From an optimization exercise on the open Yosys and OpenROAD flow, aimed at small area; shortcuts taken in it are not production practice.
Only simulation tests tie the RTL to the original design; equivalence was not proved.
Power figures rest on the tool's default switching activity, not on a simulated workload.

==> design.v <==
`timescale 1ns / 1ps
module register_file_16bitsx16(
    input clk,
    input reset_n,
    input [3:0] read_add1, read_add2,            
    input [3:0] write_add,                       
    input write_en,                              
    input [15:0] write_data,                     
    output reg [15:0] read_out1, read_out2       
    );
    reg [15:0] Q_next [0:15];                    
    reg [15:0] Q_reg [0:15];
    integer i;
    always @(posedge clk, negedge reset_n) begin
        if (~reset_n) begin
            for (i = 0; i < 16; i = i + 1) begin
              Q_reg[i] <= 16'h0;
            end
         end
        else begin
            for (i = 0; i < 16; i = i + 1) begin
                Q_reg[i] <= Q_next[i];
            end
        end
    end
    always @(posedge clk) begin
        if (write_en && (read_add1 == write_add)) begin
            read_out1 <= write_data;
        end
        else begin
            read_out1 <= Q_reg[read_add1];
        end
        if (write_en && (read_add2 == write_add)) begin
            read_out2 <= write_data;
        end
        else begin
            read_out2 <= Q_reg[read_add2];
        end
    end
    always @(*) begin
        for (i = 0; i < 16; i = i + 1) begin
            Q_next[i] = Q_reg[i];
        end
        if (write_en)
            Q_next[write_add] = write_data;
    end
endmodule
==> run.sh <==
#!/bin/bash
# synth_recipe.tcl (not shown) runs the flow's synth.tcl, then flattens the netlist and writes it again
# the make line also repeats each setting of config.mk as NAME=value (left out here)
make -C /OpenROAD-flow-scripts/flow DESIGN_CONFIG=/design/flow/config.mk WORK_HOME=/design/flow/orfs CLKGATE_MAP_FILE= SYNTH_SCRIPT=/design/flow/synth_recipe.tcl finish
==> config.mk <==
export PLATFORM = sky130hd
export DESIGN_NAME = register_file_16bitsx16
export DESIGN_NICKNAME = register_file_16bitsx16
export VERILOG_FILES = /design/flow/design.v
export SDC_FILE = /design/flow/constraint.sdc
export NUM_CORES = 4
export LEC_CHECK = 0
export CAP_MARGIN = 20
export CORE_MARGIN = 2
export CORE_UTILIZATION = 40
export SLEW_MARGIN = 20
==> constraint.sdc <==
create_clock -name core_clock -period 5.0 [get_ports {clk}]
set_input_delay 1.0000 -clock core_clock [delete_from_list [all_inputs] [get_ports {clk}]]
set_output_delay 1.0000 -clock core_clock [all_outputs]
set_load 0.01 [all_outputs]
==> results.txt, run 1 <==
CP Capture Type=register; CTS tree=yes; clock latency on the worst-skew pair=590 ps; Die W=198 um; number of max-cap violations=0; EDFF count, synth=0; final wirelength=55600 um; global route overflow=0; WP data required=5460 ps; Die Y=198 um; VDD IR max=0.000269 V; Starting Density=40.2%; die area=39200 sq um; Async SR Flop Fraction=88.9%; Area growth, synth to finish=14.3%; # clock sinks=288; largest net degree at the start of global routing=107; antenna violations before repair=1; Worst-Margin Slew=1120 ps; Finish-stage setup viols=0; minimum clock period=3670 ps; Final Hold Fails=0; worst-case reg-to-reg path depth=5; Seq/Total Area, Yosys=46.8%; Synth Instances=1323; Buffers on Ports=62; FF-to-FF Start=Q_reg[8][11]$_DFFE_PN0P_; core area=37400 sq um; highest clock rate=273 MHz; Crit path max-delay family=buffers and inverters; share of the synthesized area in the top cell type=42.6%; crit-path max FO=25; Post-Syn Nets=1354; I/O pins=63; YS warnings=3; vias in the first global route=12200; CTS buffer count=31; Setup Skew=20.5 ps; Rows=71; startpoint types=primary input; post-route antenna net violation count=0; clk buf depth=3; fin util=46.0%; most common cell after layout, fill and taps aside=mux2_2; synthesis-stage register bit count=288; Avg Cell Area, Syn=11.4 sq um; Setup CP Type=in2reg; power density over the cells=419 nW/um^2; period utilization=73.3%; post_cts resized=0; vias per inst=6.49; H-tree depth=1; crit path cell chain=clkdlybuf4s50_1 -> inv_1 -> nand2_1 -> o22ai_1 -> nor4_1 -> o31ai_1; max reg flops=256; layout cells sized above 1=29.9%; wire per inst=29.5 um; first-pass GRT wire length=82300 um; synth top area cells=dfrtp_1 43%, mux2_2 21%, a22oi_1 7.0%; 1st-pass router iterations=7; Setup Buffers After CTS=0; post-cts hold buffer count=0; DRT iter0 DRCs=1597; Leakage Power=6.80 nW; nets@finish=1377; Synth cell types=67; max incr delay on CP=1130 ps; dpl hpwl=35800 um; status=no timing/DRC/antenna violations; Slowest-stage cell, CP=clkdlybuf4s50_1; RD Place Congestion=0.960; cell area after synthesis=15100 sq um; Crit path arrival time=4120 ps; Rel. slew slack=25.5%; Post-synth top flop=dfrtp_1; largest area contributor in the netlist=dfrtp_1; Remaining DRCs=0; Worst Path Buf+Inv=2; filler cell count=3430; Slew Limit Fails=0; Tot Pwr=7.21 mW; min-delay worst type=in2async; reg-to-reg slack, setup=3230 ps; vias=12200; gr usage total=28.6%; most frequent cells in the layout=274 x mux2_2, 256 x dfrtp_1, 141 x a22oi_1; setup TNS=0 ps; root buf cell=clkbuf_16; FF-to-FF End=read_out1[11]$_DFF_P_; CTS clk-pin slew, worst paths=70 ps; RSZ-0062 raised after global routing=no
## area by class of cell
type	instances	area [sq um]	area share (%)
Clock inverter	7	96.3	0.560
Antenna cell	1	2.50	0.0145
Sequential cell	288	7050	41.0
Clock buffer	49	963	5.60
Inverter	6	22.5	0.131
Tap cell	511	639	3.72
Timing Repair Buffer	119	1040	6.05
Multi-Input combinational cell	900	7390	43.0
## kinds of logic (layout without fill, tap and decap cells)
| family | Yosys count | in the layout | share of synthesized area (%) |
|---|---|---|---|
| flip-flops | 288 | 288 | 46.8 |
| XOR/XNOR | 8 | 8 | 0.466 |
| AND/OR/NAND/NOR | 260 | 260 | 9.36 |
| buffers and inverters | 135 | 181 | 4.44 |
| other | 0 | 1 | 0 |
| AO/OA/AOI/OAI | 339 | 339 | 17.0 |
| multiplexers | 293 | 293 | 21.9 |
## worst register-to-register path, stage by stage (launching register included)
cell and delay, ps:
dfrtp_1 420, nor4b_1 160, a31oi_1 200, a32oi_1 150, nor4_1 570, o31ai_1 130
## metrics by stage
step,hold slack (ps),setup WS [ps],std cells,cell area (sq um)
after floorplan,485,2590,1323,15100
after global placement,508,916,1824,16100
after detailed placement,511,876,1824,16100
after CTS,505,1490,1880,17200
after global routing,515,1300,1881,17200
final,454,1330,1881,17200
## cells in the mapped netlist, types with 13 or more instances
cell type,count
mux2_2,274
dfrtp_1,256
a22oi_1,141
buf_2,63
nor2_1,50
nand2_1,48
clkbuf_1,46
o22ai_1,41
dfxtp_1,32
o31ai_1,29
nor2b_1,25
nor3_1,24
o2bb2ai_1,24
nand3_1,23
nand2b_1,21
o221ai_1,21
a32oi_1,16
mux2i_1,15
a21oi_1,13
## report_power, final
group          leakage, nW  switching (mW)  total [mW]  internal, mW
clock                0.518           0.990        2.41          1.42
sequential            3.41           0.469        3.34          2.87
combinational         2.87           0.677        1.46         0.780
## metal layers
| layer | track usage (%) | wire [um] |
|---|---|---|
| met1 | 38.6 | 22500 |
| met2 | 43.1 | 24000 |
| met3 | 5.96 | 5480 |
| met4 | 15.6 | 3600 |
| met5 | 0 | 0 |
## worst max-delay path by stage
| stage | end | depth (start not counted) | start | slack [ps] |
|---|---|---|---|---|
| floorplan | Q_reg[10][10]$_DFFE_PN0P_ | 5 | write_add[0] | 2590 |
| global placement | read_out1[4]$_DFF_P_ | 6 | read_add1[3] | 920 |
| detailed placement | read_out1[4]$_DFF_P_ | 6 | read_add1[3] | 880 |
| CTS | read_out1[4]$_DFF_P_ | 6 | read_add1[3] | 1490 |
| global route | read_out1[4]$_DFF_P_ | 6 | read_add1[3] | 1300 |
| finish | read_out1[4]$_DFF_P_ | 6 | read_add1[3] | 1330 |
==> inputs of run 2 (changes only) <==
==> design.v (replaced) <==
`timescale 1ns / 1ps
module register_file_16bitsx16(
    input clk,
    input reset_n,
    input [3:0] read_add1, read_add2,            
    input [3:0] write_add,                       
    input write_en,                              
    input [15:0] write_data,                     
    output reg [15:0] read_out1, read_out2       
    );
    reg [15:0] Q_reg [0:15];
    reg [15:0] valid;
    reg [3:0]  ra1_q, ra2_q;
    integer i;
    always @(posedge clk) begin
        for (i = 0; i < 16; i = i + 1)
            if (write_en && write_add == i)
                Q_reg[i] <= write_data;
    end
    always @(posedge clk, negedge reset_n) begin
        if (~reset_n)
            valid <= 16'h0;
        else if (write_en)
            valid[write_add] <= 1'b1;
    end
    always @(posedge clk) begin
        ra1_q <= read_add1;
        ra2_q <= read_add2;
    end
    reg [15:0] sel1, sel2;
    always @(*) begin
        read_out1 = 16'h0;
        read_out2 = 16'h0;
        for (i = 0; i < 16; i = i + 1) begin
            sel1[i] = valid[i] && (ra1_q == i);
            sel2[i] = valid[i] && (ra2_q == i);
            read_out1 = read_out1 | (Q_reg[i] & {16{sel1[i]}});
            read_out2 = read_out2 | (Q_reg[i] & {16{sel2[i]}});
        end
    end
endmodule
==> results.txt, run 2 <==
status=no timing/DRC/antenna violations; setup TNS=0 ps (unchanged); worst-case reg-to-reg path depth=1 (-4); synthesis-stage register bit count=280 (-2.8%); share of the synthesized area in the top cell type=63.2% (+21 points); nets@finish=1000 (-27%); post-route antenna net violation count=0 (unchanged); largest area contributor in the netlist=edfxtp_1; Post-Syn Nets=917 (-32%); max reg flops=256 (unchanged); Buffers on Ports=62 (unchanged); H-tree depth=1 (unchanged); CTS clk-pin slew, worst paths=60 ps (about the same); core area=29800 sq um (-20%); synth top area cells=edfxtp_1 63%, a22oi_1 6.3%, a221oi_1 3.6%; 1st-pass router iterations=6 (-1); Leakage Power=4.97 nW (-27%); WP data required=4000 ps (-1460 ps); Setup Buffers After CTS=0 (unchanged); Final Cell Area=14500 sq um (-16%); Slew Limit Fails=0 (unchanged); post_cts resized=0 (unchanged); Worst Path Buf+Inv=1 (-1); CTS buffer count=30 (-3.2%); vias per inst=6.70 (+3.1%); filler cell count=2605 (-24%); I/O pins=63 (unchanged); global route overflow=0 (unchanged); min-delay worst type=reg2reg; WHS=552 ps (+98.5 ps); highest clock rate=210 MHz (-23%); Placed Instance Area=13500 sq um (-17%); number of max-cap violations=0 (unchanged); RD Place Congestion=0.968 (+0.80%); Setup CP Type=reg2out; RSZ-0062 raised after global routing=no; CP Capture Type=output pin; Final Hold Fails=0 (unchanged); Starting Density=40.8% (+0.56 points); Finish-stage setup viols=0 (unchanged); most frequent cells in the layout=256 x edfxtp_1, 112 x nand2_1, 102 x a22oi_1; wire per inst=31.0 um (+5.1%); Seq/Total Area, Yosys=67.8% (+21 points); Area growth, synth to finish=19.3%; first-pass GRT wire length=60800 um (-26%); dpl hpwl=25100 um (-30%); most common cell after layout, fill and taps aside=edfxtp_1; Synth top cells by count=256 x edfxtp_1, 112 x nand2_1, 102 x a22oi_1, 50 x a221oi_1, 37 x a22o_1; Synth cell types=53 (-21%); antenna violations before repair=1 (unchanged); power density over the cells=382 nW/um^2 (-8.7%); Post-synth top flop=edfxtp_1; hold path start=valid[1]$_DFFE_PN0P_; Rel. slew slack=28.1% (+2.6 points); Setup Skew=0 ps (-20.5 ps); Synth Instances=881 (-33%); Crit path max-delay family=simple AND/OR/NAND/NOR gates; max incr delay on CP=920 ps (-210 ps); Die Y=178 um (-9.9%); clk buf depth=3 (unchanged); Hold Crit Depth=1; FF-to-FF End=valid[0]$_DFFE_PN0P_; # clock sinks=280 (-2.8%); total placed cells including tap cells=1322 (-28%); count of non-filler cells in the finished layout=1377 (-27%); minimum clock period=4760 ps (+1100 ps); post-cts hold buffer count=0 (unchanged); Slowest-stage cell, CP=dfxtp_1; Remaining DRCs=0 (unchanged); period utilization=95.3% (+22 points); reg-to-reg slack, setup=3960 ps (+730 ps); hold endpoint=valid[1]$_DFFE_PN0P_; layout cells sized above 1=13.3% (-17 points); root buf cell=clkbuf_16; Worst-Margin Slew=1080 ps (-38.4 ps); crit path cell chain=nor2_1 -> and4_1 -> a22oi_1 -> nand2_1 -> or4_1 -> clkdlybuf4s50_1; cell area after synthesis=12200 sq um (-19%); largest net degree at the start of global routing=22 (-79%); Antenna Cells=0 (-1); Rows=63 (-11%); VDD IR max=0.000265 V (-1.5%); startpoint types=register; EDFF count, synth=256 (+256); gr usage total=27.0% (-1.7 points); Avg Cell Area, Syn=13.8 sq um (+21%); FF-to-FF Start=valid[0]$_DFFE_PN0P_; YS warnings=2 (-1); top-count cell post-synth=edfxtp_1; Async SR Flop Fraction=5.71% (-83 points); clock latency on the worst-skew pair=560 ps (-30 ps); die area=31800 sq um (-19%); final wirelength=42700 um (-23%); CTS tree=yes; DRT iter0 DRCs=1439 (-9.9%); Die W=178 um (-9.9%); vias in the first global route=9104 (-25%); Crit path arrival time=3760 ps (-360 ps); vias=9224 (-24%); crit-path max FO=20 (-20%)
[run 2: cell count changes after synthesis, sizes merged, moves of 24 or more]
cell     before  now
nand2        48  112
dfxtp        32    8
mux2        277    0
a221oi        3   50
o22ai        41   17
dfrtp       256   16
buf          83   28
o31ai        29    0
edfxtp        0  256
a22o          3   37
a22oi       141  102
o2bb2ai      24    0
nand4         1   25
[run 2: where the power goes]
| part | switching (mW) | total, mW | internal, mW |
|---|---|---|---|
| registers | 0.0943 | 2.72 | 2.62 |
| clock network | 0.928 | 2.34 | 1.41 |
| logic | 0.286 | 0.493 | 0.207 |
| total | 1.31 | 5.55 | 4.24 |
[run 2: layer usage]
metal | wire [um] | up-vias | share of wire, % | global-route usage (%)
met4 | 2240 | 2 | 5.2 | 12.3
li1 | - | 3808 | - | -
met5 | 13 | - | 0.030 | 0
met2 | 19100 | 715 | 45 | 42.7
met1 | 16200 | 4529 | 38 | 35.4
met3 | 5170 | 170 | 12 | 6.18
[run 2: stage by stage]
step                      setup WS (ps)  power (mW)  util, %
final                               236        5.55     48.7
after global routing               86.9        5.68     48.7
after CTS                           306        5.56     48.7
after detailed placement            918        3.24     45.2
after global placement              985        3.24     45.2
after floorplan                    2020        2.95        -
[run 2: worst max-delay path by stage]
stage                      from                    end  cells past startpoint
2_1_floorplan      write_add[0]  Q_reg[0][0]$_DFFE_PP_                      4
3_3_place_gp   ra2_q[2]$_DFF_P_          read_out2[14]                      6
3_5_place_dp   ra2_q[1]$_DFF_P_          read_out2[15]                      6
4_1_cts        ra2_q[1]$_DFF_P_          read_out2[15]                      6
5_1_grt        ra2_q[1]$_DFF_P_          read_out2[15]                      6
6_report       ra2_q[1]$_DFF_P_          read_out2[15]                      6
[run 2: logic make-up (layout without fill, tap and decap cells)]
family / Yosys count / count (layout) / synth area share, %
fa+ha+maj: 5 / 5 / 0.515
simple gates: 263 / 263 / 11.3
buf+inv: 67 / 173 / 2.63
mux: 1 / 1 / 0.185
xor+xnor: 3 / 3 / 0.216
compound gates: 262 / 262 / 17.3
flops: 280 / 280 / 67.8
[run 2: final cells by class]
type | count | area (sq um) | area share, %
clock buffers | 32 | 758 | 5.23
clock inverters | 23 | 293 | 2.02
inverters | 11 | 41.3 | 0.285
multi-input cells | 534 | 3720 | 25.7
flip-flops and latches | 280 | 8250 | 56.8
well taps | 390 | 488 | 3.36
repair buffers | 107 | 958 | 6.61
==> inputs of run 3 (changes only) <==
--- a/design.v
+++ b/design.v
@@ -7,5 +7,5 @@
     input write_en,                              
     input [15:0] write_data,                     
-    output reg [15:0] read_out1, read_out2       
+    output [15:0] read_out1, read_out2           
     );
     reg [15:0] Q_reg [0:15];
@@ -28,14 +28,51 @@
         ra2_q <= read_add2;
     end
-    reg [15:0] sel1, sel2;
-    always @(*) begin
-        read_out1 = 16'h0;
-        read_out2 = 16'h0;
-        for (i = 0; i < 16; i = i + 1) begin
-            sel1[i] = valid[i] && (ra1_q == i);
-            sel2[i] = valid[i] && (ra2_q == i);
-            read_out1 = read_out1 | (Q_reg[i] & {16{sel1[i]}});
-            read_out2 = read_out2 | (Q_reg[i] & {16{sel2[i]}});
+    wire [15:0] sel1, sel2;
+    rf_rdsel u_sel1 (.addr(ra1_q), .valid(valid), .sel(sel1));
+    rf_rdsel u_sel2 (.addr(ra2_q), .valid(valid), .sel(sel2));
+    genvar b;
+    generate
+        for (b = 0; b < 16; b = b + 1) begin : g_bit
+            wire [15:0] col;
+            genvar k;
+            for (k = 0; k < 16; k = k + 1) begin : g_col
+                assign col[k] = Q_reg[k][b];
+            end
+            rf_andor u_rd1 (.sel(sel1), .d(col), .y(read_out1[b]));
+            rf_andor u_rd2 (.sel(sel2), .d(col), .y(read_out2[b]));
         end
-    end
+    endgenerate
 endmodule
+module rf_rdsel(
+    input [3:0] addr,
+    input [15:0] valid,
+    output [15:0] sel
+    );
+    genvar k;
+    generate
+        for (k = 0; k < 16; k = k + 1) begin : g_k
+            assign sel[k] = valid[k] & (addr == k);
+        end
+    endgenerate
+endmodule
+module rf_andor(
+    input [15:0] sel,
+    input [15:0] d,
+    output y
+    );
+    wire [5:0] n;
+    rf_aoi222 u0 (.a(sel[2:0]),   .b(d[2:0]),   .y(n[0]));
+    rf_aoi222 u1 (.a(sel[5:3]),   .b(d[5:3]),   .y(n[1]));
+    rf_aoi222 u2 (.a(sel[8:6]),   .b(d[8:6]),   .y(n[2]));
+    rf_aoi222 u3 (.a(sel[11:9]),  .b(d[11:9]),  .y(n[3]));
+    rf_aoi222 u4 (.a(sel[14:12]), .b(d[14:12]), .y(n[4]));
+    assign n[5] = ~(sel[15] & d[15]);
+    assign y = ~&n;
+endmodule
+module rf_aoi222(
+    input [2:0] a,
+    input [2:0] b,
+    output y
+    );
+    assign y = ~|(a & b);
+endmodule
--- a/config.mk
+++ b/config.mk
@@ -10,2 +10,4 @@
 export CORE_UTILIZATION = 40
 export SLEW_MARGIN = 20
+export SYNTH_HIERARCHICAL = 1
+export SYNTH_MINIMUM_KEEP_SIZE = 0
==> results.txt, run 3 <==
crit-path max FO=16 (-20%); Area growth, synth to finish=19.0%; largest net degree at the start of global routing=21 (-4.5%); Async SR Flop Fraction=5.71% (unchanged); clock latency on the worst-skew pair=550 ps (about the same); Die W=171 um (-3.9%); Synth top cells by count=256 x edfxtp_1, 160 x a222oi_1, 64 x and3_1, 37 x nand2_1, 32 x nand4_1; status=no timing/DRC/antenna violations; VDD IR max=0.000236 V (-11%); layout cells sized above 1=8.89% (-4.4 points); number of max-cap violations=0 (unchanged); # clock sinks=280 (unchanged); post-route antenna net violation count=0 (unchanged); setup TNS=0 ps (unchanged); DRT iter0 DRCs=1838 (+28%); Buffers on Ports=62 (unchanged); vias=8219 (-11%); first-pass GRT wire length=52500 um (-14%); Die Y=171 um (-3.9%); startpoint types=register; WHS=488 ps (-64.1 ps); RSZ-0062 raised after global routing=no; Rows=61 (-3.2%); Setup Buffers After CTS=0 (unchanged); EDFF count, synth=256 (unchanged); CTS clk-pin slew, worst paths=60 ps (about the same); Finish-stage setup viols=0 (unchanged); dpl hpwl=21400 um (-15%); die area=29400 sq um (-7.6%); H-tree depth=1 (unchanged); Setup Skew=0 ps (unchanged); cell area after synthesis=11200 sq um (-7.8%); Worst Slack Setup Final=614 ps (+378 ps); highest clock rate=228 MHz (+8.6%); Post-synth top flop=edfxtp_1; Seq/Total Area, Yosys=73.6% (+5.7 points); power density over the cells=396 nW/um^2 (+3.6%); vias in the first global route=8104 (-11%); root buf cell=clkbuf_16; pre-CTS setup slack=1330 ps (+413 ps); global route overflow=0 (unchanged); Starting Density=40.5% (-0.34 points); vias per inst=7.05 (+5.3%); Leakage Power=4.21 nW (-15%); post_cts resized=0 (unchanged); minimum clock period=4390 ps (-378 ps); 1st-pass router iterations=13 (+7); Setup CP Type=reg2out; Post-Syn Nets=700 (-24%); antenna violations before repair=0 (-1); period utilization=87.7% (-7.6 points); YS warnings=8 (+6); combinational share of power=9.1% (+0.2 points); post-cts hold buffer count=0 (unchanged); RD Place Congestion=0.896 (-7.4%); switching pwr=1.19 mW (-9.1%); count of non-filler cells in the finished layout=1165 (-15%); I/O pins=63 (unchanged); max reg flops=256 (unchanged); Slew Limit Fails=0 (unchanged); synthesis-stage register bit count=280 (unchanged); Int Pwr=4.10 mW (-3.3%); Remaining DRCs=0 (unchanged); Net Sw Frac=22.5% (-1.1 points); core area=27700 sq um (-7.0%); final wirelength=36400 um (-15%); Tot Pwr=5.29 mW (-4.7%); wire per inst=31.2 um (+0.56%); CTS tree=yes; Crit path arrival time=3390 ps (-370 ps); Synth Instances=665 (-25%); Clk pwr share=40.0% (-2.1 points); top-count cell post-synth=edfxtp_1; nets@finish=801 (-20%); most frequent cells in the layout=256 x edfxtp_1, 160 x a222oi_1, 63 x and3_1; Synth cell types=37 (-30%); most common cell after layout, fill and taps aside=edfxtp_1; Antenna Cells=0 (unchanged); share of the synthesized area in the top cell type=68.6% (+5.3 points); CTS buffer count=28 (-6.7%); Worst-Margin Slew=1260 ps (+182 ps); WP data required=4000 ps (about the same); Avg Cell Area, Syn=16.9 sq um (+22%); Final Hold Fails=0 (unchanged); min-delay worst type=reg2reg; largest area contributor in the netlist=edfxtp_1; Rel. slew slack=16.0% (-12 points); synth top area cells=edfxtp_1 69%, a222oi_1 14%, and3_1 3.6%; gr usage total=24.5% (-2.4 points); total placed cells including tap cells=1114 (-16%); clk buf depth=3 (unchanged); CP Capture Type=output pin; Seq pwr share=50.8% (+1.8 points)
[run 3: changes by cell type in the layout (fill, tap and decap cells not counted), sizes merged, moves of 9 or more]
cell | before | now
a32o | 15 | 0
buf | 45 | 14
a32oi | 15 | 0
o22ai | 17 | 1
nor4 | 9 | 0
and3 | 10 | 64
nand3 | 17 | 0
or4 | 14 | 0
a222oi | 0 | 160
a221oi | 50 | 0
nor2 | 32 | 20
a22oi | 102 | 0
nand2 | 112 | 37
a22o | 37 | 0
[run 3: layer usage]
| layer | vias to the layer above | global-route usage, % | share of wire [%] |
|---|---|---|---|
| li1 | 3317 | - | - |
| met1 | 4105 | 32.3 | 37 |
| met2 | 679 | 38.7 | 46 |
| met3 | 118 | 5.75 | 12 |
| met4 | 0 | 11.5 | 4.7 |
| met5 | - | 0 | 0 |
[run 3: path summary, 6_finish.rpt]
kind / to / depth (start not counted) / slack [ps] / startpoint
setup / recovery: read_out1[3] / 6 / 610 / ra1_q[0]$_DFF_P_
hold reg to reg: valid[5]$_DFFE_PN0P_ / 1 / 490 / valid[5]$_DFFE_PN0P_
min in group asynchronous: valid[6]$_DFFE_PN0P_ / 1 / 890 / reset_n
hold / removal: valid[5]$_DFFE_PN0P_ / 1 / 490 / valid[5]$_DFFE_PN0P_
setup reg to reg: valid[12]$_DFFE_PN0P_ / 2 / 4180 / valid[12]$_DFFE_PN0P_
max in group asynchronous: valid[10]$_DFFE_PN0P_ / 1 / 3640 / reset_n
[run 3: per-stage QoR]
| step | instance area (sq um) | util, % |
|---|---|---|
| 2_1_floorplan | 11200 | - |
| 3_3_place_gp | 12400 | 44.8 |
| 3_5_place_dp | 12400 | 44.8 |
| 4_1_cts | 13300 | 48.2 |
| 5_1_grt | 13300 | 48.2 |
| 6_report | 13300 | 48.2 |
[run 3: cell families (layout without fill, tap and decap cells)]
family                   after synthesis  in the layout  synth area share, %
adder cells (fa/ha/maj)                4              4                0.446
AO/OA/AOI/OAI                        185            185                 16.1
buffers and inverters                  8            130                0.313
multiplexers                           1              1               0.0893
AND/OR/NAND/NOR                      187            187                 9.50
flip-flops                           280            280                 73.6
[run 3: modules after synthesis, one instance, submodules excluded]
| module | cells inside | times used | area [sq um] | flops+latches |
|---|---|---|---|---|
| register_file_16bitsx16 | 361 | 1 | 8770 | 280 |
| rf_andor | 3 | 32 | 16.3 | 0 |
| rf_aoi222 | 1 | 160 | 10.0 | 0 |
| rf_rdsel | 24 | 2 | 160 | 0 |
[run 3: area by class of cell]
class,count,area [sq um]
fillers,2296,14400
flip-flops and latches,280,8250
multi-input cells,377,2950
clock buffers,30,729
repair buffers,76,726
well taps,378,473
clock inverters,21,208
inverters,3,11.3
[run 3: power groups by stage]
stage / sequential (mW) / clock, mW / combinational, mW
2_1_floorplan: 2.71 / 0 / 0.219
3_3_place_gp: 2.73 / 0 / 0.463
3_5_place_dp: 2.73 / 0 / 0.476
4_1_cts: 2.68 / 2.14 / 0.478
5_1_grt: 2.69 / 2.24 / 0.510
6_report: 2.69 / 2.12 / 0.483
[run 3: worst max-delay path: stages (launching register included)]
cell and delay [ps]:
dfxtp_1 360, nor2b_1 300, and3_1 910, a222oi_1 260, and3_1 290, nand4_1 150, clkdlybuf4s50_1 560
==> inputs of run 4 (changes only) <==
--- a/design.v
+++ b/design.v
@@ -12,8 +12,10 @@
     reg [15:0] valid;
     reg [3:0]  ra1_q, ra2_q;
+    wire [15:0] wen;
+    rf_dec4 u_wdec (.en(write_en), .addr(write_add), .sel(wen));
     integer i;
     always @(posedge clk) begin
         for (i = 0; i < 16; i = i + 1)
-            if (write_en && write_add == i)
+            if (wen[i])
                 Q_reg[i] <= write_data;
     end
@@ -21,6 +23,6 @@
         if (~reset_n)
             valid <= 16'h0;
-        else if (write_en)
-            valid[write_add] <= 1'b1;
+        else
+            valid <= valid | wen;
     end
     always @(posedge clk) begin
@@ -29,6 +31,6 @@
     end
     wire [15:0] sel1, sel2;
-    rf_rdsel u_sel1 (.addr(ra1_q), .valid(valid), .sel(sel1));
-    rf_rdsel u_sel2 (.addr(ra2_q), .valid(valid), .sel(sel2));
+    rf_rdsel u_rsel1 (.valid(valid), .addr(ra1_q), .sel(sel1));
+    rf_rdsel u_rsel2 (.valid(valid), .addr(ra2_q), .sel(sel2));
     genvar b;
     generate
@@ -44,13 +46,43 @@
     endgenerate
 endmodule
-module rf_rdsel(
+module rf_dec4(
+    input en,
     input [3:0] addr,
-    input [15:0] valid,
     output [15:0] sel
     );
+    wire [3:0] lo, hi;
+    assign lo[0] = ~addr[1] & ~addr[0];
+    assign lo[1] = ~addr[1] &  addr[0];
+    assign lo[2] =  addr[1] & ~addr[0];
+    assign lo[3] =  addr[1] &  addr[0];
+    assign hi[0] = en & ~addr[3] & ~addr[2];
+    assign hi[1] = en & ~addr[3] &  addr[2];
+    assign hi[2] = en &  addr[3] & ~addr[2];
+    assign hi[3] = en &  addr[3] &  addr[2];
     genvar k;
     generate
         for (k = 0; k < 16; k = k + 1) begin : g_k
-            assign sel[k] = valid[k] & (addr == k);
+            assign sel[k] = hi[k / 4] & lo[k % 4];
+        end
+    endgenerate
+endmodule
+module rf_rdsel(
+    input [15:0] valid,
+    input [3:0] addr,
+    output [15:0] sel
+    );
+    wire [3:0] lo, hi;
+    assign lo[0] = ~addr[1] & ~addr[0];
+    assign lo[1] = ~addr[1] &  addr[0];
+    assign lo[2] =  addr[1] & ~addr[0];
+    assign lo[3] =  addr[1] &  addr[0];
+    assign hi[0] = ~addr[3] & ~addr[2];
+    assign hi[1] = ~addr[3] &  addr[2];
+    assign hi[2] =  addr[3] & ~addr[2];
+    assign hi[3] =  addr[3] &  addr[2];
+    genvar k;
+    generate
+        for (k = 0; k < 16; k = k + 1) begin : g_k
+            assign sel[k] = valid[k] & hi[k / 4] & lo[k % 4];
         end
     endgenerate
==> flow/run.sh (new file) <==
#!/bin/bash
# Layout flow: the standard ORFS flow (standard.sh), unchanged except for
#  - the port buffers, which are buf_1 rather than the cell buffer_ports picks, and
#  - the clock tree, built from clkbuf_8 in clusters of at most 20 flip-flops
#    within 50 um, without dummy loads.
# The make output goes to standard.log; each ORFS step keeps its own log under
# orfs/logs/.
set -euo pipefail
export BUFFER_PORTS_ARGS="-buffer_cell sky130_fd_sc_hd__buf_1"
export CTS_ARGS="-sink_clustering_enable -repair_clock_nets -dont_use_dummy_load -buf_list {sky130_fd_sc_hd__clkbuf_8} -sink_clustering_size 20 -sink_clustering_max_diameter 50"
bash standard.sh > standard.log 2>&1
==> standard.sh (new file) <==
#!/bin/bash
# synth_recipe.tcl (not shown) runs the flow's synth.tcl, then flattens the netlist and writes it again
# the make line also repeats each setting of config.mk as NAME=value (left out here)
make -C /OpenROAD-flow-scripts/flow DESIGN_CONFIG=/design/flow/config.mk WORK_HOME=/design/flow/orfs CLKGATE_MAP_FILE= SYNTH_SCRIPT=/design/flow/synth_recipe.tcl "${@:-finish}"
--- a/config.mk
+++ b/config.mk
@@ -8,5 +8,5 @@
 export CAP_MARGIN = 20
 export CORE_MARGIN = 2
-export CORE_UTILIZATION = 40
+export CORE_UTILIZATION = 60
 export SLEW_MARGIN = 20
 export SYNTH_HIERARCHICAL = 1
removed: run.sh
==> results.txt, run 4 <==
total placed cells including tap cells=929 (-17%); crit-path max FO=16 (unchanged); reg-to-reg slack, setup=4260 ps (+80 ps); most common cell after layout, fill and taps aside=edfxtp_1; RD Place Congestion=0.895 (-0.17%); Post-Syn Nets=654 (-6.6%); worst-case reg-to-reg path depth=1 (-1); Worst Path Buf+Inv=1 (unchanged); die area=19300 sq um (-34%); YS warnings=8 (unchanged); Die Y=139 um (-19%); vias per inst=8.08 (+15%); vias=7691 (-6.4%); Synth Instances=623 (-6.3%); Slew Limit Fails=0 (unchanged); hold endpoint=valid[9]$_DFF_PN0_; post-route antenna net violation count=0 (unchanged); switching pwr=0.954 mW (-20%); WP data required=4000 ps (about the same); CTS clk-pin slew, worst paths=80 ps (+20 ps); Setup Buffers After CTS=0 (unchanged); number of max-cap violations=0 (unchanged); Remaining DRCs=0 (unchanged); Seq pwr share=64.9% (+14 points); final wirelength=31500 um (-13%); root buf cell=clkbuf_8; register area=8250 sq um (unchanged); Rel. slew slack=35.7% (+20 points); most frequent cells in the layout=256 x edfxtp_1, 160 x a222oi_1, 64 x and3_1; Async SR Flop Fraction=5.71% (unchanged); core area=17900 sq um (-35%); Clk pwr share=26.4% (-14 points); clk buf depth=3 (unchanged); Hold Crit Depth=1 (unchanged); power density over the cells=346 nW/um^2 (-13%); max incr delay on CP=860 ps (-50 ps); DRT iter0 DRCs=1772 (-3.6%); Avg Cell Area, Syn=17.5 sq um (+3.9%); EDFF count, synth=256 (unchanged); # clock sinks=280 (unchanged); top-count cell post-synth=edfxtp_1; largest net degree at the start of global routing=21 (unchanged); Top cell by count, worst path=and3_1; Crit path arrival time=2970 ps (-420 ps); Buffers on Ports=62 (unchanged); antenna violations before repair=0 (unchanged); Worst-Margin Slew=965 ps (-296 ps); post_cts resized=0 (unchanged); Final Hold Fails=0 (unchanged); crit path cell chain=nor2b_1 -> and3_1 -> a222oi_1 -> and3_1 -> nand4_1 -> buf_1; Tot Pwr=4.11 mW (-22%); H-tree depth=1 (unchanged); Seq/Total Area, Yosys=75.6% (+2.0 points); synthesis-stage register bit count=280 (unchanged); Int Pwr=3.15 mW (-23%); Synth cell types=18 (-51%); largest area contributor in the netlist=edfxtp_1; I/O pins=63 (unchanged); hold path start=valid[9]$_DFF_PN0_; RSZ-0062 raised after global routing=no; wire per inst=33.1 um (+6.0%); CTS tree=yes; gr usage total=32.1% (+7.6 points); Synth top cells by count=256 x edfxtp_1, 160 x a222oi_1, 64 x and3_1, 33 x nand2_1, 32 x nand4_1; clock latency on the worst-skew pair=520 ps (-30 ps); highest clock rate=252 MHz (+10%); Leakage Power=3.64 nW (-14%); Net Sw Frac=23.2% (+0.75 points); setup TNS=0 ps (unchanged); share of the synthesized area in the top cell type=70.5% (+1.9 points); CP Capture Type=output pin; Post-synth top flop=edfxtp_1; Crit path max-delay family=simple AND/OR/NAND/NOR gates; FF-to-FF Start=valid[2]$_DFF_PN0_; min-delay worst type=reg2reg; period utilization=79.4% (-8.3 points); cell area after synthesis=10900 sq um (-2.7%); post-cts hold buffer count=0 (unchanged); combinational share of power=8.7% (-0.4 points); filler cell count=1250 (-46%); minimum clock period=3970 ps (-416 ps); Slowest-stage cell, CP=and3_1; 1st-pass router iterations=8 (-5); count of non-filler cells in the finished layout=952 (-18%); VDD IR max=0.000283 V (+20%); startpoint types=register; nets@finish=756 (-5.6%); Setup CP Type=reg2out; FF-to-FF End=valid[2]$_DFF_PN0_; dpl hpwl=19500 um (-8.7%); CP Launch Point=ra1_q[0]$_DFF_P_; vias in the first global route=7381 (-8.9%); Multi-input gate area=2680 sq um (-9.0%); layout cells sized above 1=6.64% (-2.3 points); CTS buffer count=23 (-18%); Finish-stage setup viols=0 (unchanged); first-pass GRT wire length=46100 um (-12%); Area growth, synth to finish=8.90%; Starting Density=60.9% (+20 points); max reg flops=256 (unchanged); Die W=139 um (-19%); status=no timing/DRC/antenna violations; synth top area cells=edfxtp_1 70%, a222oi_1 15%, and3_1 3.7%; Antenna Cells=0 (unchanged); Rows=49 (-20%); global route overflow=0 (unchanged); Setup Skew=0 ps (unchanged)
## run 4: cell types whose count changed after synthesis, moves of 3 or more
cell | previous run | this run
ha_1 | 4 | 0
nand2_1 | 37 | 33
o21bai_1 | 3 | 0
a21o_1 | 3 | 0
nor3_1 | 8 | 3
buf_2 | 4 | 0
o21ai_1 | 3 | 0
or2_1 | 1 | 16
a211o_1 | 3 | 0
a41oi_1 | 3 | 0
inv_1 | 3 | 0
nor2_1 | 20 | 16
## run 4: metrics by stage
stage	hold slack [ps]	cell area (sq um)	setup slack (ps)	util, %
2_1_floorplan	437	10900	2210	-
3_3_place_gp	453	11600	1770	64.6
3_5_place_dp	459	11600	1770	64.6
4_1_cts	481	11900	1180	66.3
5_1_grt	509	11900	997	66.4
6_report	486	11900	1030	66.4
## run 4: power groups by stage
stage	combinational (mW)	sequential [mW]	clock (mW)
6_report	0.356	2.67	1.08
5_1_grt	0.377	2.67	1.19
4_1_cts	0.347	2.66	1.10
3_5_place_dp	0.347	2.72	0
3_3_place_gp	0.338	2.71	0
2_1_floorplan	0.183	2.70	0
## run 4: cell families (layout without fill, tap and decap cells)
| logic type | after synthesis | in the layout | synth area share (%) |
|---|---|---|---|
| DFF | 280 | 280 | 75.6 |
| buffers and inverters | 0 | 100 | 0 |
| and+or+nand+nor | 183 | 183 | 9.70 |
| AOI/OAI and AO/OA | 160 | 160 | 14.7 |
## run 4: worst max path at each step
stage	endpoint	depth (start not counted)	slack, ps
after global routing	read_out1[2]	6	1000
after floorplan	Q_reg[1][0]$_DFFE_PP_	2	2210
final	read_out1[7]	6	1030
after detailed placement	read_out1[7]	6	1770
after global placement	read_out2[11]	6	1770
after CTS	read_out1[13]	6	1180
## run 4: final cells by class
class                      instances  share of cell area (%)
clock buffer                      23                    2.66
multi-input combinational        343                    22.6
sequential                       280                    69.4
tap                              229                    2.41
timing repair buffer              77                    2.91
## run 4: routing by layer
layer,up-vias,wire length [um],global-route usage (%)
met2,713,14300,48.4
met4,0,1010,10.7
met3,95,4330,7.08
met5,-,0,0
li1,3114,-,-
met1,3769,11800,47.6
## run 4: modules after synthesis (local to each module, per instance)
| module | cells | times used | cell area (sq um) |
|---|---|---|---|
| register_file_16bitsx16 | 296 | 1 | 8350 |
| rf_aoi222 | 1 | 160 | 10.0 |
| rf_andor | 3 | 32 | 16.3 |
| rf_dec4 | 23 | 1 | 118 |
| rf_rdsel | 24 | 2 | 160 |
==> inputs of run 5 (changes only) <==
--- a/design.v
+++ b/design.v
@@ -63,7 +63,14 @@
     generate
         for (k = 0; k < 16; k = k + 1) begin : g_k
-            assign sel[k] = hi[k / 4] & lo[k % 4];
+            rf_and2 u_and (.a(hi[k / 4]), .b(lo[k % 4]), .y(sel[k]));
         end
     endgenerate
+endmodule
+module rf_and2(
+    input a,
+    input b,
+    output y
+    );
+    assign y = a & b;
 endmodule
 module rf_rdsel(
==> flow/run.sh (replaced) <==
#!/bin/bash
# Layout flow: the standard ORFS flow (standard.sh), unchanged except for
#  - the port buffers, which are buf_1 rather than the cell buffer_ports picks, and
#  - the clock tree, built from clkbuf_8 in clusters of at most 16 flip-flops
#    within 60 um, without dummy loads.
# The make output goes to standard.log; each ORFS step keeps its own log under
# orfs/logs/.
set -euo pipefail
export BUFFER_PORTS_ARGS="-buffer_cell sky130_fd_sc_hd__buf_1"
export CTS_ARGS="-sink_clustering_enable -repair_clock_nets -dont_use_dummy_load -buf_list {sky130_fd_sc_hd__clkbuf_8} -sink_clustering_size 16 -sink_clustering_max_diameter 60"
bash standard.sh > standard.log 2>&1
==> results.txt, run 5 <==
status=no timing/DRC/antenna violations; Worst Slack Setup Final=979 ps (-50.3 ps); power density over the cells=346 nW/um^2 (+0.17%); final wirelength=32700 um (+3.9%); H-tree depth=1 (unchanged); most frequent cells in the layout=256 x edfxtp_1, 160 x a222oi_1, 65 x and3_1; filler cell count=1252 (+0.16%); VDD IR max=0.000213 V (-25%); synth top area cells=edfxtp_1 70%, a222oi_1 15%, and3_1 3.7%; Setup Buffers After CTS=0 (unchanged); dpl hpwl=20000 um (+2.3%); Remaining DRCs=0 (unchanged); CTS clk-pin slew, worst paths=100 ps (+20 ps); core area=18000 sq um (+0.34%); Slowest-stage cell, CP=and3_1; Area growth, synth to finish=7.40%; DRT iter0 DRCs=1903 (+7.4%); largest area contributor in the netlist=edfxtp_1; highest clock rate=249 MHz (-1.3%); WP data required=4000 ps (about the same); share of the synthesized area in the top cell type=70.2% (-0.29 points); most common cell after layout, fill and taps aside=edfxtp_1; pre-CTS setup slack=1760 ps (-16.8 ps); Post-synth top flop=edfxtp_1; EDFF count, synth=256 (unchanged); Finish-stage setup viols=0 (unchanged); Setup Skew=0 ps (unchanged); I/O pins=63 (unchanged); Synth top cells by count=256 x edfxtp_1, 160 x a222oi_1, 65 x and3_1, 32 x nand2_1, 32 x nand4_1; crit path cell chain=nor2b_1 -> and3_1 -> a222oi_1 -> and3_1 -> nand4_1 -> buf_1; number of max-cap violations=0 (unchanged); gr usage total=33.4% (+1.2 points); post_cts resized=0 (unchanged); CP Launch Point=ra2_q[1]$_DFF_P_; vias=7646 (-0.59%); WHS=399 ps (-87.1 ps); Slew Limit Fails=0 (unchanged); wire per inst=34.9 um (+5.7%); Seq/Total Area, Yosys=75.3% (-0.31 points); # clock sinks=280 (unchanged); startpoint types=register; Crit path max-delay family=simple AND/OR/NAND/NOR gates; RD Place Congestion=0.921 (+2.9%); Worst Path Buf+Inv=1 (unchanged); first-pass GRT wire length=47700 um (+3.5%); root buf cell=clkbuf_8; vias in the first global route=7607 (+3.1%); period utilization=80.4% (+1.0 points); clock latency on the worst-skew pair=520 ps (about the same); global route overflow=0 (unchanged); CTS buffer count=21 (-8.7%); top-count cell post-synth=edfxtp_1; Rows=49 (unchanged); Leakage Power=3.59 nW (-1.3%); Rel. slew slack=22.1% (-14 points); Worst-Margin Slew=1170 ps (+204 ps); Crit path arrival time=3020 ps (+50 ps); fin util=65.5% (-0.87 points); max reg flops=256 (unchanged); RSZ-0062 raised after global routing=no; Async SR Flop Fraction=5.71% (unchanged); Final Hold Fails=0 (unchanged); setup TNS=0 ps (unchanged); Avg Cell Area, Syn=17.6 sq um (+0.25%); vias per inst=8.17 (+1.1%); Post-Syn Nets=655 (+0.15%); Setup CP Type=reg2out; max incr delay on CP=930 ps (+70 ps); post-route antenna net violation count=0 (unchanged); synthesis-stage register bit count=280 (unchanged); crit-path max FO=16 (unchanged); Antenna Cells=0 (unchanged); Buffers on Ports=62 (unchanged); Starting Density=61.0% (about the same); 1st-pass router iterations=10 (+2); clk buf depth=3 (unchanged); Synth cell types=16 (-2); nets@finish=740 (-2.1%); post-cts hold buffer count=0 (unchanged); antenna violations before repair=1 (+1); YS warnings=8 (unchanged); minimum clock period=4020 ps (+50.3 ps); Top cell by count, worst path=and3_1; largest net degree at the start of global routing=18 (-14%); Synth Instances=624 (+0.16%); Die W=139 um (+0.20%); layout cells sized above 1=4.24% (-2.4 points); cell area after synthesis=11000 sq um (+0.41%); min-delay worst type=in2async; die area=19400 sq um (+0.40%); FF-to-FF Start=valid[0]$_DFF_PN0_; CTS tree=yes; Die Y=139 um (+0.20%); CP Capture Type=output pin
[run 5: changes by cell type in the layout (fill, tap and decap cells not counted), sizes merged, moves of 2 or more]
cell    change
nor2       -11
nand2b      -2
nor3        -4
nand3b      -2
and3b       +2
buf        -16
and2       +17
[run 5: report_power, final]
part	internal (mW)	total, mW	switching [mW]
registers	2.62	2.67	0.0457
clock network	0.378	1.04	0.666
logic	0.114	0.360	0.245
[run 5: metrics by stage]
step,cell area (sq um),power (mW),std cells
after floorplan,11000,2.88,624
after global placement,11500,3.05,915
after detailed placement,11500,3.07,915
final,11800,4.07,936
after global routing,11800,4.19,936
after CTS,11800,4.08,936
[run 5: logic make-up (layout without fill, tap and decap cells)]
logic type	Yosys count	in the layout	synth area share, %
AO/OA/AOI/OAI	160	160	14.6
buffers and inverters	0	83	0
flip-flops	280	280	75.3
AND/OR/NAND/NOR	184	184	10.1
[run 5: path summary, 6_finish.rpt]
kind | cells past startpoint | slack, ps | end
worst max register to register | 1 | 4220 | valid[0]$_DFF_PN0_
worst min-delay path | 1 | 400 | valid[12]$_DFF_PN0_
worst max-delay path | 6 | 980 | read_out2[7]
worst min register to register | 1 | 490 | valid[4]$_DFF_PN0_
max in group asynchronous | 1 | 4290 | valid[7]$_DFF_PN0_
min in group core_clock | 1 | 490 | valid[4]$_DFF_PN0_
[run 5: layer usage]
| layer | GRT usage [%] | vias up | wire length (um) |
|---|---|---|---|
| li1 | - | 3076 | - |
| met3 | 7.53 | 107 | 4780 |
| met2 | 51.5 | 722 | 14900 |
| met1 | 47.7 | 3739 | 11800 |
| met5 | 0 | - | 13 |
| met4 | 11.9 | 2 | 1270 |
[run 5: per-module statistics from Yosys (local to each module, per instance)]
module                   cell area (sq um)  times used  flops+latches
rf_and2                               6.26          16              0
rf_aoi222                             10.0         160              0
register_file_16bitsx16               8350           1            280
rf_dec4                               62.6           1              0
rf_rdsel                               160           2              0
rf_andor                              16.3          32              0
[run 5: layout make-up]
cell class	instances	area [sq um]	share of cell area, %
tap	229	287	2.44
multi-input combinational	344	2710	23.0
timing repair buffer	62	234	1.99
clock buffer	21	289	2.46
sequential	280	8250	70.1
==> inputs of run 6 (changes only) <==
--- a/design.v
+++ b/design.v
@@ -52,8 +52,5 @@
     );
     wire [3:0] lo, hi;
-    assign lo[0] = ~addr[1] & ~addr[0];
-    assign lo[1] = ~addr[1] &  addr[0];
-    assign lo[2] =  addr[1] & ~addr[0];
-    assign lo[3] =  addr[1] &  addr[0];
+    rf_pre2 u_lo (.addr(addr[1:0]), .sel(lo));
     assign hi[0] = en & ~addr[3] & ~addr[2];
     assign hi[1] = en & ~addr[3] &  addr[2];
@@ -80,12 +77,6 @@
     );
     wire [3:0] lo, hi;
-    assign lo[0] = ~addr[1] & ~addr[0];
-    assign lo[1] = ~addr[1] &  addr[0];
-    assign lo[2] =  addr[1] & ~addr[0];
-    assign lo[3] =  addr[1] &  addr[0];
-    assign hi[0] = ~addr[3] & ~addr[2];
-    assign hi[1] = ~addr[3] &  addr[2];
-    assign hi[2] =  addr[3] & ~addr[2];
-    assign hi[3] =  addr[3] &  addr[2];
+    rf_pre2 u_lo (.addr(addr[1:0]), .sel(lo));
+    rf_pre2 u_hi (.addr(addr[3:2]), .sel(hi));
     genvar k;
     generate
@@ -94,4 +85,13 @@
         end
     endgenerate
+endmodule
+module rf_pre2(
+    input [1:0] addr,
+    output [3:0] sel
+    );
+    assign sel[0] = ~addr[1] & ~addr[0];
+    assign sel[1] = ~addr[1] &  addr[0];
+    assign sel[2] =  addr[1] & ~addr[0];
+    assign sel[3] =  addr[1] &  addr[0];
 endmodule
 module rf_andor(
==> results.txt, run 6 <==
Starting Density=61.1% (+0.13 points); post_cts resized=0 (unchanged); CTS clk-pin slew, worst paths=100 ps (about the same); final wirelength=31000 um (-5.3%); top-count cell post-synth=edfxtp_1; gr usage total=31.4% (-1.9 points); Remaining DRCs=0 (unchanged); root buf cell=clkbuf_8; Avg Cell Area, Syn=17.5 sq um (-0.13%); filler cell count=1293 (+3.3%); RSZ-0062 raised after global routing=no; antenna violations before repair=0 (-1); total placed cells including tap cells=915 (unchanged); RD Place Congestion=0.932 (+1.2%); post-route antenna net violation count=0 (unchanged); 1st-pass router iterations=10 (unchanged); Tot Pwr=4.06 mW (-0.44%); Post-synth top flop=edfxtp_1; Placed Instance Area=11500 sq um (-0.12%); Final Hold Fails=0 (unchanged); H-tree depth=1 (unchanged); CP Capture Type=output pin; Setup Skew=0 ps (unchanged); largest area contributor in the netlist=edfxtp_1; number of max-cap violations=0 (unchanged); power density over the cells=345 nW/um^2 (-0.31%); dpl hpwl=19800 um (-0.85%); # clock sinks=280 (unchanged); wire per inst=33.1 um (-5.3%); gr busiest metal=met1; DRT iter0 DRCs=1935 (+1.7%); Synth Instances=624 (unchanged); Post-Syn Nets=655 (unchanged); I/O pins=63 (unchanged); status=no timing/DRC/antenna violations; Antenna Cells=0 (unchanged); most common cell after layout, fill and taps aside=edfxtp_1; Rows=49 (unchanged); vias=7455 (-2.5%); Buffers on Ports=62 (unchanged); synth top area cells=edfxtp_1 70%, a222oi_1 15%, and3_1 3.7%; largest net degree at the start of global routing=18 (unchanged); highest clock rate=263 MHz (+5.6%); global route overflow=0 (unchanged); met1 usage=49.4% (+1.7 points); period utilization=76.1% (-4.3 points); Setup CP Type=reg2out; synthesis-stage register bit count=280 (unchanged); post-cts hold buffer count=0 (unchanged); max reg flops=256 (unchanged); Die W=139 um (about the same); Synth top cells by count=256 x edfxtp_1, 160 x a222oi_1, 64 x and3_1, 32 x nand2_1, 32 x nand4_1; CTS tree=yes; met3 usage=6.25% (-1.3 points); Crit path arrival time=2810 ps (-210 ps); EDFF count, synth=256 (unchanged); fin util=65.6% (+0.14 points); Slew Limit Fails=0 (unchanged); Setup Buffers After CTS=0 (unchanged); YS warnings=8 (unchanged); Finish-stage setup viols=0 (unchanged); Rel. slew slack=27.0% (+4.9 points); Final Cell Area=11700 sq um (-0.13%); Area growth, synth to finish=7.40% (about the same); vias per inst=7.96 (-2.5%); vias in the first global route=6990 (-8.1%); cell area after synthesis=10900 sq um (-0.13%); setup TNS=0 ps (unchanged); Leakage Power=3.58 nW (-0.21%); die area=19300 sq um (-0.12%); nets@finish=740 (unchanged); Worst-Margin Slew=1100 ps (-73.4 ps); core area=17900 sq um (-0.34%); CTS buffer count=21 (unchanged); clock latency on the worst-skew pair=540 ps (+20 ps); clk buf depth=3 (unchanged); Seq/Total Area, Yosys=75.4% (+0.095 points); GR Layer Usage met2=46.5% (-5.0 points); startpoint types=register; Die Y=139 um (about the same); share of the synthesized area in the top cell type=70.3% (+0.088 points); min-delay worst type=in2async; most frequent cells in the layout=256 x edfxtp_1, 160 x a222oi_1, 64 x and3_1; minimum clock period=3810 ps (-215 ps); first-pass GRT wire length=44900 um (-5.8%); Async SR Flop Fraction=5.71% (unchanged); count of non-filler cells in the finished layout=936 (unchanged); WP data required=4000 ps (about the same); crit-path max FO=16 (unchanged); VDD IR max=0.000233 V (+9.6%); layout cells sized above 1=4.81% (+0.57 points); Synth cell types=16 (unchanged)
-- run 6: cell types whose count changed in the layout (fill, tap and decap cells not counted) --
cell	before	now
and2_1	19	16
and2_2	2	5
and2b_2	1	5
and3_1	65	64
and3_2	0	1
nor2b_4	4	0
-- run 6: stage by stage --
| step | setup slack (ps) | hold WS, ps |
|---|---|---|
| detailed placement | 1850 | 465 |
| finish | 1190 | 389 |
| CTS | 1260 | 490 |
| global route | 1030 | 403 |
| global placement | 1850 | 465 |
| floorplan | 2530 | 438 |
-- run 6: path summary, 6_finish.rpt --
path | slack [ps] | cells after the start | end | from
worst max-delay path | 1190 | 6 | read_out2[5] | ra2_q[1]$_DFF_P_
worst min-delay path | 390 | 1 | valid[6]$_DFF_PN0_ | reset_n
worst max register to register | 4230 | 1 | valid[14]$_DFF_PN0_ | valid[14]$_DFF_PN0_
worst min register to register | 500 | 1 | valid[7]$_DFF_PN0_ | valid[7]$_DFF_PN0_
max in group asynchronous | 4280 | 1 | valid[3]$_DFF_PN0_ | reset_n
min in group core_clock | 500 | 1 | valid[7]$_DFF_PN0_ | valid[7]$_DFF_PN0_
-- run 6: area by class of cell --
class / instances / area (sq um) / area share (%)
Multi-Input combinational cell: 344 / 2690 / 22.9
Sequential cell: 280 / 8250 / 70.2
Clock buffer: 21 / 289 / 2.46
Timing Repair Buffer: 62 / 234 / 1.99
Tap cell: 229 / 287 / 2.44
-- run 6: kinds of logic (layout without fill, tap and decap cells) --
group | Yosys count | in the layout | synth area share [%]
flops | 280 | 280 | 75.4
compound gates | 160 | 160 | 14.6
simple gates | 184 | 184 | 9.96
buf+inv | 0 | 83 | 0
-- run 6: report_power, final --
part / switching (mW) / total (mW) / internal (mW)
Combinational: 0.237 / 0.350 / 0.113
Clock: 0.660 / 1.04 / 0.378
Sequential: 0.0437 / 2.67 / 2.62
Total: 0.941 / 4.06 / 3.12
-- run 6: worst max-delay path: stages (launching register included) --
cell and delay [ps]:
dfxtp_1 360, and2b_2 280, and3_1 420, a222oi_1 640
and3_1 290, nand4_1 100, buf_1 160
-- run 6: per-layer routing --
metal / vias to the layer above / wire length [um]
li1: 3075 / -
met1: 3663 / 12100
met2: 661 / 13900
met3: 56 / 4440
met4: 0 / 590
met5: - / 0
-- run 6: Yosys stat by module (local to each module, per instance) --
module / times used / area (sq um) / flip-flops and latches / cells
register_file_16bitsx16: 1 / 8350 / 280 / 296
rf_dec4: 1 / 37.5 / 0 / 4
rf_andor: 32 / 16.3 / 0 / 3
rf_pre2: 5 / 26.3 / 0 / 4
rf_aoi222: 160 / 10.0 / 0 / 1
rf_and2: 16 / 6.26 / 0 / 1
rf_rdsel: 2 / 100 / 0 / 16

==> re-timing with driven ports <==
The flow's constraints put no driver on any port. The routed layouts listed below were extracted and timed again, unchanged, in two steps.
Step 1, drivers: a clkbuf_16 drives clk and a buf_2 each remaining input, both assumed.
Step 2 adds t to the input delays and takes it off the output delays; t is the mean of the earliest and latest rising clock arrival at the registers after step 1. Input paths then give back, and output paths get back, about the clock's delay inside the block.
a / b / c = ideal / step 1 / step 2; a / b = the first two.
run | t (ns) | setup WS [ns] | worst setup path after step 2 | worst register clock-pin slew, ns | cell pins on the clock port's net
run 1 | 0.627 | 1.333 / 1.302 / 0.675 | input to register | 0.07 / 0.07 | 1
run 2 | 0.613 | 0.236 / 0.187 / 0.801 | register to output | 0.06 / 0.06 | 1
run 3 | 0.582 | 0.614 / 0.571 / 1.153 | register to output | 0.06 / 0.06 | 1
run 4 | 0.584 | 1.030 / 0.988 / 1.571 | register to output | 0.12 / 0.12 | 1
run 5 | 0.559 | 0.979 / 0.937 / 1.496 | register to output | 0.10 / 0.10 | 1
run 6 | 0.569 | 1.194 / 1.155 / 1.723 | register to output | 0.10 / 0.10 | 1
After both steps setup and hold are still met in every run listed. For run 1, which loses most, drivers alone change the setup slack by -0.031 ns; drivers and shift together by -0.658 ns.
